This is an optimization exercise on Yosys and OpenROAD, whose aim is small area, not a production implementation.
In this exercise RTL edits were held to simulation tests only and were not proved equivalent to the original.

// odd_even_sort
module odd_even_sort #(
    parameter n = 32,
    parameter k = 8
)
(
    input [n * k - 1:0] in,
    input clk, reset,
    output [n * k - 1:0] out
);
clock: 5.0 ns
lec_check: 0
abc_area: 1
cap_margin: 20
core_margin: 2
core_utilization: 55
cts_buf_list: sky130_fd_sc_hd__clkbuf_16
cts_cluster_diameter: 80
cts_cluster_size: 24
place_density: 0.68
setup_slack_margin: 0.1
slew_margin: 20
standard.sh (not shown) runs the stock make flow with config.mk's settings and CLKGATE_MAP_FILE= SYNTH_SCRIPT=/design/flow/synth_recipe.tcl, a recipe that flattens the netlist after the stock synthesis.
==> flow/flow/run.sh <==
#!/bin/bash
# The standard layout, with plain buf_1 cells (instead of the default delay
# buffers) as the port buffers that buffer_ports puts on every input and output.
set -euo pipefail
export BUFFER_PORTS_ARGS="-buffer_cell sky130_fd_sc_hd__buf_1"
bash standard.sh > standard.log 2>&1
==> next run, changes <==
--- a/flow/design.v
+++ b/flow/design.v
@@ -26,31 +26,25 @@
 module odd_even_sort #(
     parameter n = 32,
     parameter k = 8
 )
 (
     input [n * k - 1:0] in,
     input clk, reset,
     output [n * k - 1:0] out
 );
-    reg [5:0] since;
-    reg valid;
+    reg [32:0] valid;
     always @(posedge clk, posedge reset)
     begin
-        if (reset) begin
-            since <= 6'd0;
-            valid <= 1'b0;
-        end else begin
-            if (since != 6'd32)
-                since <= since + 6'd1;
-            if (since == 6'd32)
-                valid <= 1'b1;
-        end
+        if (reset)
+            valid <= 33'd0;
+        else
+            valid <= {valid[31:0], 1'b1};
     end
     wire [255:0] s0;
     odd_even_sort_stage ce0 (.a(in[0 +: 8]), .b(in[104 +: 8]), .hi(s0[0 +: 8]), .lo(s0[104 +: 8]));
     odd_even_sort_stage ce1 (.a(in[8 +: 8]), .b(in[96 +: 8]), .hi(s0[8 +: 8]), .lo(s0[96 +: 8]));
     odd_even_sort_stage ce2 (.a(in[16 +: 8]), .b(in[120 +: 8]), .hi(s0[16 +: 8]), .lo(s0[120 +: 8]));
     odd_even_sort_stage ce3 (.a(in[24 +: 8]), .b(in[112 +: 8]), .hi(s0[24 +: 8]), .lo(s0[112 +: 8]));
     odd_even_sort_stage ce4 (.a(in[32 +: 8]), .b(in[64 +: 8]), .hi(s0[32 +: 8]), .lo(s0[64 +: 8]));
     odd_even_sort_stage ce5 (.a(in[40 +: 8]), .b(in[48 +: 8]), .hi(s0[40 +: 8]), .lo(s0[48 +: 8]));
     odd_even_sort_stage ce6 (.a(in[56 +: 8]), .b(in[88 +: 8]), .hi(s0[56 +: 8]), .lo(s0[88 +: 8]));
@@ -903,11 +897,11 @@
     assign dec[238] = u29[3] ? u29[5] : u29[1];
     assign dec[237] = u29[3] ? (u29[5] ? u29[6] : u29[4]) : (u29[1] ? u29[2] : u29[0]);
     assign dec[240 +: 5] = g[150 +: 5];
     wire [6:0] u30 = {(d7 > 5'd30), (d6 > 5'd30), (d5 > 5'd30), (d4 > 5'd30), (d3 > 5'd30), (d2 > 5'd30), (d1 > 5'd30)};
     assign dec[247] = u30[3];
     assign dec[246] = u30[3] ? u30[5] : u30[1];
     assign dec[245] = u30[3] ? (u30[5] ? u30[6] : u30[4]) : (u30[1] ? u30[2] : u30[0]);
     assign dec[248 +: 5] = g[155 +: 5];
     assign dec[253 +: 3] = g[195 +: 3];
-    assign out = dec & {256{valid}};
+    assign out = dec & {256{valid[32]}};
 endmodule
Result: Sequential cell count rises by 26. Cell area stays flat. Synthesized cell count falls by 0.51%. Worst setup slack is better by 0.035 ns. Wire length rises by 4.1%. Clock-buffer cell count does not change. Synthesized area is about the same. Final cell count hardly moves. Clock skew rises by 0.0075 ns. Core utilization hardly moves. Die area stays flat.

========
odd_even_sort, a different RTL version from the one above (not shown whole).
Size: ~17000 cells after synthesis, roughly 6900 flip-flops, roughly 510 I/O pins, ~190000 sq um of cells after synthesis.
==> module odd_even_sort_stage, before the edit <==
module odd_even_sort_stage (
    input [7:0] a,
    input [7:0] b,
    output [7:0] hi,
    output [7:0] lo
);
    wire [7:0] gt = a & ~b;
    wire [7:0] lt = ~a & b;
    wire [4:0] ge;
    assign ge[0] = 1'b1;
    wire [4:0] hg, hl;
    assign hg[0] = 1'b0;
    assign hl[0] = 1'b0;
    genvar i;
    generate
        for (i = 0; i < 4; i = i + 1) begin : c
            assign ge[i + 1] = gt[i] | (~lt[i] & ge[i]);
            assign hg[i + 1] = gt[i + 4] | (~lt[i + 4] & hg[i]);
            assign hl[i + 1] = lt[i + 4] | (~gt[i + 4] & hl[i]);
        end
    endgenerate
    wire sel = hg[4] | (~hl[4] & ge[4]);
    assign hi = sel ? a : b;
    assign lo = sel ? b : a;
endmodule
clock: 5.0 ns
lec_check: 0
abc_area: 1
cap_margin: 20
core_margin: 2
core_utilization: 55
cts_buf_list: sky130_fd_sc_hd__clkbuf_16
cts_cluster_diameter: 80
cts_cluster_size: 28
place_density: 0.68
setup_slack_margin: 0.1
slew_margin: 20
==> flow/flow/run.sh <==
#!/bin/bash
# The standard layout with two changes:
# - synthesis maps the logic with ABC's area-oriented mapper (amap) instead of
#   the delay-oriented one: flow/abc_area.script replaces ORFS's abc_area.script
#   in a copy of ORFS's scripts folder; the rest of synthesis is unchanged, so
#   the registers are the standard synthesis's;
# - buffer_ports puts plain buf_1 cells on every input and output port.
set -euo pipefail
here=$(pwd)
rm -rf "$here/scripts_amap"
cp -r "$FLOW_HOME/scripts" "$here/scripts_amap"
cp "$here/flow/abc_area.script" "$here/scripts_amap/abc_area.script"
export SCRIPTS_DIR="$here/scripts_amap"
export BUFFER_PORTS_ARGS="-buffer_cell sky130_fd_sc_hd__buf_1"
bash standard.sh > standard.log 2>&1
==> flow/flow/abc_area.script <==
strash
dch
amap
topo
stime -c
buffer -c
upsize -c
dnsize -c
The baseline produced a clean layout.
==> next run, changes <==
--- a/flow/design.v
+++ b/flow/design.v
@@ -6,20 +6,22 @@
 );
     wire [7:0] gt = a & ~b;
     wire [7:0] lt = ~a & b;
+    wire [3:0] g, l;
+    genvar i;
+    generate
+        for (i = 0; i < 4; i = i + 1) begin : grp
+            assign g[i] = gt[2 * i + 1] | (~lt[2 * i + 1] & gt[2 * i]);
+            assign l[i] = lt[2 * i + 1] | (~gt[2 * i + 1] & lt[2 * i]);
+        end
+    endgenerate
     wire [4:0] ge;
     assign ge[0] = 1'b1;
-    wire [4:0] hg, hl;
-    assign hg[0] = 1'b0;
-    assign hl[0] = 1'b0;
-    genvar i;
     generate
         for (i = 0; i < 4; i = i + 1) begin : c
-            assign ge[i + 1] = gt[i] | (~lt[i] & ge[i]);
-            assign hg[i + 1] = gt[i + 4] | (~lt[i + 4] & hg[i]);
-            assign hl[i + 1] = lt[i + 4] | (~gt[i + 4] & hl[i]);
+            assign ge[i + 1] = g[i] | (~l[i] & ge[i]);
         end
     endgenerate
-    wire sel = hg[4] | (~hl[4] & ge[4]);
+    wire sel = ge[4];
     assign hi = sel ? a : b;
     assign lo = sel ? b : a;
 endmodule
Result: Utilization rises by 0.10 points; design area decreases by 0.68%; global-route usage is lower by 1.3 points; synthesized cell count shrinks by 2.3%; routed wire length is lower by 5.4%; via count drops by 2.2%; worst setup slack is worse by 0.12 ns; cell count came out lower by 1.6%; clock skew hardly moves; register-to-register slack loses 0.16 ns; maximum frequency is lower by 2.6%.

========
## the reference run
Starting RTL as in the previous note.
clock: 5.0 ns
lec_check: 0
abc_area: 1
cap_margin: 20
core_margin: 2
core_utilization: 55
cts_buf_list: sky130_fd_sc_hd__clkbuf_16
cts_cluster_diameter: 80
cts_cluster_size: 24
place_density: 0.68
setup_slack_margin: 0.1
slew_margin: 20
Scripts as last shown in full above: flow/flow/run.sh, flow/flow/abc_area.script
--- input diff the reference run..the trial run ---
--- a/flow/design.v
+++ b/flow/design.v
@@ -1,34 +1,36 @@
 module odd_even_sort_stage (
     input [7:0] a,
     input [7:0] b,
     output [7:0] hi,
     output [7:0] lo
 );
     wire [7:0] gt = a & ~b;
     wire [7:0] lt = ~a & b;
+    wire [3:0] g, l;
+    genvar i;
+    generate
+        for (i = 0; i < 4; i = i + 1) begin : grp
+            assign g[i] = gt[2 * i + 1] | (~lt[2 * i + 1] & gt[2 * i]);
+            assign l[i] = lt[2 * i + 1] | (~gt[2 * i + 1] & lt[2 * i]);
+        end
+    endgenerate
     wire [4:0] ge;
     assign ge[0] = 1'b1;
-    wire [4:0] hg, hl;
-    assign hg[0] = 1'b0;
-    assign hl[0] = 1'b0;
-    genvar i;
     generate
         for (i = 0; i < 4; i = i + 1) begin : c
-            assign ge[i + 1] = gt[i] | (~lt[i] & ge[i]);
-            assign hg[i + 1] = gt[i + 4] | (~lt[i + 4] & hg[i]);
-            assign hl[i + 1] = lt[i + 4] | (~gt[i + 4] & hl[i]);
+            assign ge[i + 1] = g[i] | (~l[i] & ge[i]);
         end
     endgenerate
-    wire sel = hg[4] | (~hl[4] & ge[4]);
+    wire sel = ge[4];
     assign hi = sel ? a : b;
     assign lo = sel ? b : a;
 endmodule
 module odd_even_sort #(
     parameter n = 32,
     parameter k = 8
 )
 (
     input [n * k - 1:0] in,
     input clk, reset,
     output [n * k - 1:0] out
 );
@@ -732,27 +734,25 @@
     reg [197:0] r26;   
     always @(posedge clk) r26 <= r25;
     reg [197:0] r27;   
     always @(posedge clk) r27 <= r26;
     reg [197:0] r28;   
     always @(posedge clk) r28 <= r27;
     reg [197:0] r29;   
     always @(posedge clk) r29 <= r28;
     reg [197:0] r30;   
     always @(posedge clk) r30 <= r29;
     reg [197:0] r31;   
     always @(posedge clk) r31 <= r30;
-    reg [197:0] r32;   
-    always @(posedge clk) r32 <= r31;
-    wire [197:0] g = ~r32;
+    wire [197:0] g = ~r31;
     wire [255:0] dec;
     wire [4:0] d1 = g[160 +: 5];
     wire [4:0] d2 = g[165 +: 5];
     wire [4:0] d3 = g[170 +: 5];
     wire [4:0] d4 = g[175 +: 5];
     wire [4:0] d5 = g[180 +: 5];
     wire [4:0] d6 = g[185 +: 5];
     wire [4:0] d7 = g[190 +: 5];
     assign dec[0 +: 5] = g[0 +: 5];
     wire [6:0] u0 = {(d7 > 5'd0), (d6 > 5'd0), (d5 > 5'd0), (d4 > 5'd0), (d3 > 5'd0), (d2 > 5'd0), (d1 > 5'd0)};
     assign dec[7] = u0[3];
     assign dec[6] = u0[3] ? u0[5] : u0[1];
@@ -900,14 +900,16 @@
     assign dec[232 +: 5] = g[145 +: 5];
     wire [6:0] u29 = {(d7 > 5'd29), (d6 > 5'd29), (d5 > 5'd29), (d4 > 5'd29), (d3 > 5'd29), (d2 > 5'd29), (d1 > 5'd29)};
     assign dec[239] = u29[3];
     assign dec[238] = u29[3] ? u29[5] : u29[1];
     assign dec[237] = u29[3] ? (u29[5] ? u29[6] : u29[4]) : (u29[1] ? u29[2] : u29[0]);
     assign dec[240 +: 5] = g[150 +: 5];
     wire [6:0] u30 = {(d7 > 5'd30), (d6 > 5'd30), (d5 > 5'd30), (d4 > 5'd30), (d3 > 5'd30), (d2 > 5'd30), (d1 > 5'd30)};
     assign dec[247] = u30[3];
     assign dec[246] = u30[3] ? u30[5] : u30[1];
     assign dec[245] = u30[3] ? (u30[5] ? u30[6] : u30[4]) : (u30[1] ? u30[2] : u30[0]);
     assign dec[248 +: 5] = g[155 +: 5];
     assign dec[253 +: 3] = g[195 +: 3];
-    assign out = dec & {256{valid}};
+    reg [255:0] r32;   
+    always @(posedge clk) r32 <= dec;
+    assign out = r32 & {256{valid}};
 endmodule
==> run summary <==
- The trial run finished every step from synthesis to the final layout, and the layout passed the timing, design-rule and antenna checks.
- Detailed-routing iteration count for the pre-antenna-repair pass in the trial run is 1 lower than in the reference run
- Sort the reference run and the trial run by placed standard-cell area, descending, and the trial run comes first.
- Initial antenna violation count was higher in the run labelled the trial run.
- Final worst setup slack (higher): the reference run
- Taking the reference run as the reference, in the trial run relative slew slack decreased 17 points; fmax essentially unchanged.
- In the trial run relative to the reference run, synthesized area had gone up slightly.

==> static timing again, ports no longer ideal <==
No port has a modelled driver above. Below, the same layouts with a new extraction and two added sets of constraints. Step 1 (the two cells are an assumption about what drives the block):
set clk [get_ports {clk}]
set_driving_cell -lib_cell sky130_fd_sc_hd__clkbuf_16 $clk
set_driving_cell -lib_cell sky130_fd_sc_hd__buf_2 [delete_from_list [all_inputs] $clk]
Step 2 also shifts input and output timing later by t, the mid clock arrival at the registers, as if the neighbouring blocks saw the same clock. Slacks: ideal / step 1 / step 2; pairs: ideal / step 1.
run | shift t [ns] | setup WS [ns] | hold slack, ns | worst setup path after step 2 | worst data-port slew with drivers (ns)
the first run of note 1 | 1.054 | 0.432 / 0.311 / 0.536 | 0.211 / 0.113 / 0.298 | register to register | 0.06
the second run of note 1 | 1.050 | 0.467 / 0.349 / 0.552 | 0.090 / 0.048 / 0.283 | register to register | 0.10
the first run of note 2 | 1.039 | 0.405 / 0.294 / 0.121 | 0.310 / 0.310 / 0.310 | input to register | 0.06
the second run of note 2 | 1.033 | 0.284 / 0.185 / -0.081 | 0.310 / 0.293 / 0.310 | input to register | 0.07
the reference run | 1.032 | 0.355 / 0.245 / 0.092 | 0.302 / 0.302 / 0.302 | input to register | 0.07
the trial run | 1.054 | 0.346 / 0.346 / 0.236 | 0.304 / 0.217 / 0.308 | input to register | 0.09
Met with ideal ports but missed after step 2: setup timing in the second run of note 2. The setup slack of the second run of note 2, which loses most, moves by -0.099 ns with the drivers and by -0.365 ns with both steps.
